This design comes from an exercise in tuning for small area on the open sky130 flow, not from production work. Function was checked by simulation only, so behaviour that the tests miss may differ from the original. The clock port is modelled as an ideal driver, which makes a skipped or thinned clock tree look cheaper than it is; a real chip needs a root buffer or a tree. Power figures rest on the tool's default switching activity, not on a simulated workload.

==> flow/design.v (excerpt) <==
module DemoSequentialBreathing #(
  parameter IN_CLK_HZ = 400000,
  parameter DEPTH = 6
) (
  input  nreset,
  input  clk,
  output osc_en,
  output led_0,
  output led0_oe,
  output led_1,
  output led1_oe,
  output led_2,
  output led2_oe,
  output led_3,
  output led3_oe,
  output led_4,
  output led4_oe,
  output led_5,
  output led5_oe,
  output led_6,
  output led6_oe,
  output led_7,
  output led7_oe
);
==> module DemoSequentialBreathing, before the edit <==
module DemoSequentialBreathing #(
  parameter IN_CLK_HZ = 400000,
  parameter DEPTH = 6
) (
  input  nreset,
  input  clk,
  output osc_en,
  output led_0,
  output led0_oe,
  output led_1,
  output led1_oe,
  output led_2,
  output led2_oe,
  output led_3,
  output led3_oe,
  output led_4,
  output led4_oe,
  output led_5,
  output led5_oe,
  output led_6,
  output led6_oe,
  output led_7,
  output led7_oe
);
  assign osc_en  = 1'b1;
  assign led0_oe = 1'b1;
  assign led1_oe = 1'b1;
  assign led2_oe = 1'b1;
  assign led3_oe = 1'b1;
  assign led4_oe = 1'b1;
  assign led5_oe = 1'b1;
  assign led6_oe = 1'b1;
  assign led7_oe = 1'b1;
  localparam [17:0] R = 262144 - (IN_CLK_HZ / 2 + 1);
  reg [2:0]  ph;
  localparam [21:0] INV = 22'h001f80;
  reg [21:0] xs;
  wire [21:0] x = xs ^ INV;
  wire blink = ph[2];
  wire [1:0] q = ph[1:0];
  wire n0 = q == 2'b00;
  wire n1 = q == 2'b01;
  wire n2 = q == 2'b11;
  wire n3 = q == 2'b10;
  wire [22:0] cy;
  assign cy[0] = 1'b1;
  genvar g;
  generate
    for (g = 0; g < 22; g = g + 1) begin : chain
      assign cy[g+1] = cy[g] & x[g];
    end
  endgenerate
  wire [21:0] inc = x ^ cy[21:0];
  wire w7  = cy[7];     
  wire w18 = cy[18];    
  wire w22 = w18 && (&x[21:18]);    
  wire t_next  = !blink && x[21];                
  wire t_blink = t_next && n3;            
  wire p_wrap  = !blink && w7;                   
  wire h_wrap  = blink && w18;                   
  wire c_wrap  = blink && w22;                   
  wire r_end   = c_wrap && n3;            
  wire load_r  = h_wrap || t_blink;
  reg [21:0] force1;
  always @(*) begin
    force1 = 22'd0;
    force1[0]  = !n0;
    force1[1]  = blink && (n2 || n3);
    force1[2]  = blink && n3;
    force1[4]  = !blink && n3;
    force1[5]  = !blink && (n2 || n3);
    force1[6]  = !blink && (n2 || n3);
    force1[13] = !blink && (n0 || n1);
  end
  reg [21:0] clr;
  always @(*) begin
    clr = 22'd0;
    clr[6:0] = {7{t_next}};
    clr[13]  = t_next;
    clr[21]  = t_next;
    clr[0]   = t_next || r_end;
  end
  reg [21:0] set1;
  always @(*) begin
    set1 = 22'd0;
    set1[17:0] = {18{load_r}} & R;
    set1[0]  = load_r && !r_end;                        
    set1[1]  = h_wrap || p_wrap;                        
    set1[2]  = load_r || (p_wrap && n2) || (t_next && n1);
    set1[19] = c_wrap || t_blink;
    set1[20] = c_wrap || t_blink;
  end
  always @(posedge clk) begin
    if (!nreset) begin
      ph <= 3'd0;
      xs <= INV;
    end else begin
      xs <= (((inc | force1) & ~clr) | set1) ^ INV;
      if (t_next || c_wrap) ph <= {ph[2] | t_blink, q[0], ~q[1]};
    end
  end
  reg lt;
  integer j;
  always @(*) begin
    lt = 1'b0;
    for (j = 0; j < 6; j = j + 1)
      lt = (~x[7+j] & x[14+j]) | (~x[7+j] & lt) | (x[14+j] & lt);
  end
  wire pwm_on = x[20] ^ lt;
  assign led_0 = !blink && n0 && pwm_on;
  assign led_1 = !blink && n1 && pwm_on;
  assign led_2 = !blink && n2 && pwm_on;
  assign led_3 = !blink && n3 && pwm_on;
  wire r = x[18];
  assign led_4 = blink && (r || !n0);
  assign led_5 = blink && (n2 || n3 || (n1 && r));
  assign led_6 = blink && (n3 || (n2 && r));
  assign led_7 = blink && n3 && r;
endmodule
Settings: LEC_CHECK=0, CAP_MARGIN=20, CORE_MARGIN=2, CORE_UTILIZATION=40, CTS_BUF_LIST=sky130_fd_sc_hd__clkbuf_8, SLEW_MARGIN=20; clock period 5.0 ns.
standard.sh (not shown) runs the stock make flow with config.mk's settings and CLKGATE_MAP_FILE= SYNTH_SCRIPT=/design/flow/synth_recipe.tcl, a recipe that flattens the netlist after the stock synthesis.
==> flow/flow/run.sh <==
#!/bin/bash
# Layout flow: the standard flow (standard.sh), with these changes:
#  - synthesis maps the logic with an area-oriented ABC script (flow/area.abc)
#    in place of ORFS's; everything else in synthesis is the standard flow's own script;
#  - the port buffers are sky130_fd_sc_hd__buf_1;
#  - the clock tree is one clkbuf_16 driving all flip-flops (flow/post_cts.tcl),
#    with no dummy load cells;
#  - the constant outputs share one tie cell (SKIP_REPAIR_TIE_FANOUT).
# Each tool's output goes to a log file in the work folder (ORFS's own
# per-step logs are under orfs/logs).
set -euo pipefail
W=$PWD
{
  echo 'proc abc {args} {'
  echo '  set i [lsearch -exact $args -script]'
  echo "  if {\$i >= 0} { lset args [expr {\$i + 1}] $W/flow/area.abc }"
  echo '  yosys abc {*}$args'
  echo '}'
  cat "$W/synth_recipe.tcl"
} > "$W/area_synth.tcl"
bash "$W/standard.sh" SYNTH_SCRIPT="$W/area_synth.tcl" \
  "BUFFER_PORTS_ARGS=-buffer_cell sky130_fd_sc_hd__buf_1" \
  "CTS_ARGS=-sink_clustering_enable -repair_clock_nets -buf_list sky130_fd_sc_hd__clkbuf_8 -dont_use_dummy_load" \
  POST_CTS_TCL="$W/flow/post_cts.tcl" \
  SKIP_REPAIR_TIE_FANOUT=1 \
  finish > "$W/flow.log" 2>&1
Other scripts of this flow, unchanged in this note and not shown: flow/flow/area.abc, flow/flow/post_cts.tcl
==> next run, changes <==
--- a/flow/design.v
+++ b/flow/design.v
@@ -32,11 +32,9 @@
   assign led6_oe = 1'b1;
   assign led7_oe = 1'b1;
   localparam [17:0] R = 262144 - (IN_CLK_HZ / 2 + 1);
   reg [2:0]  ph;
-  localparam [21:0] INV = 22'h001f80;
-  reg [21:0] xs;
-  wire [21:0] x = xs ^ INV;
+  reg [21:0] x;
   wire blink = ph[2];
   wire [1:0] q = ph[1:0];
   wire n0 = q == 2'b00;
   wire n1 = q == 2'b01;
@@ -92,11 +90,11 @@
   end
   always @(posedge clk) begin
     if (!nreset) begin
       ph <= 3'd0;
-      xs <= INV;
+      x <= 22'd0;
     end else begin
-      xs <= (((inc | force1) & ~clr) | set1) ^ INV;
+      x <= ((inc | force1) & ~clr) | set1;
       if (t_next || c_wrap) ph <= {ph[2] | t_blink, q[0], ~q[1]};
     end
   end
   reg lt;
The changed run went through all stages and came out clean; final cell count grows by a little under a tenth; setup slack improved by 13 ps; total power shrinks slightly; sequential cell count is unchanged; core utilization grows by 0.26 points; die area grows slightly; via count grows slightly; first-iteration DRC count shrinks by a quarter to a third; non-clock buffer count stays the same; global-route usage grows by 0.55 points; sequential power barely changes; final area grows slightly; critical path depth grows by 1; clock power shrinks slightly.

what the ideal ports hide:
Ports are ideal in the flow. The routed layouts listed here were re-timed in OpenROAD.
Step 1 assumes that a clkbuf_16 drives the clock port and a buf_2 every other input.
Step 2 times the ports against the registers' clock, not the clock port: input delays grow and output delays shrink by t, the midpoint of the rising clock arrivals with the driver on.
Slacks: no drivers / after step 1 / after step 2; pairs: no drivers / after step 1.
| run | shift t [ns] | setup slack, ns | hold slack, ns | worst setup path at the end | worst register clock-pin slew, ns |
|---|---|---|---|---|---|
| the first run | 0.186 | 0.439 / 0.439 / 0.439 | 0.571 / 0.571 / 0.571 | register to register | 0.10 / 0.10 |
| the second run | 0.182 | 0.452 / 0.452 / 0.452 | 0.539 / 0.539 / 0.539 | register to register | 0.09 / 0.09 |
After both steps every run listed still meets setup and hold.
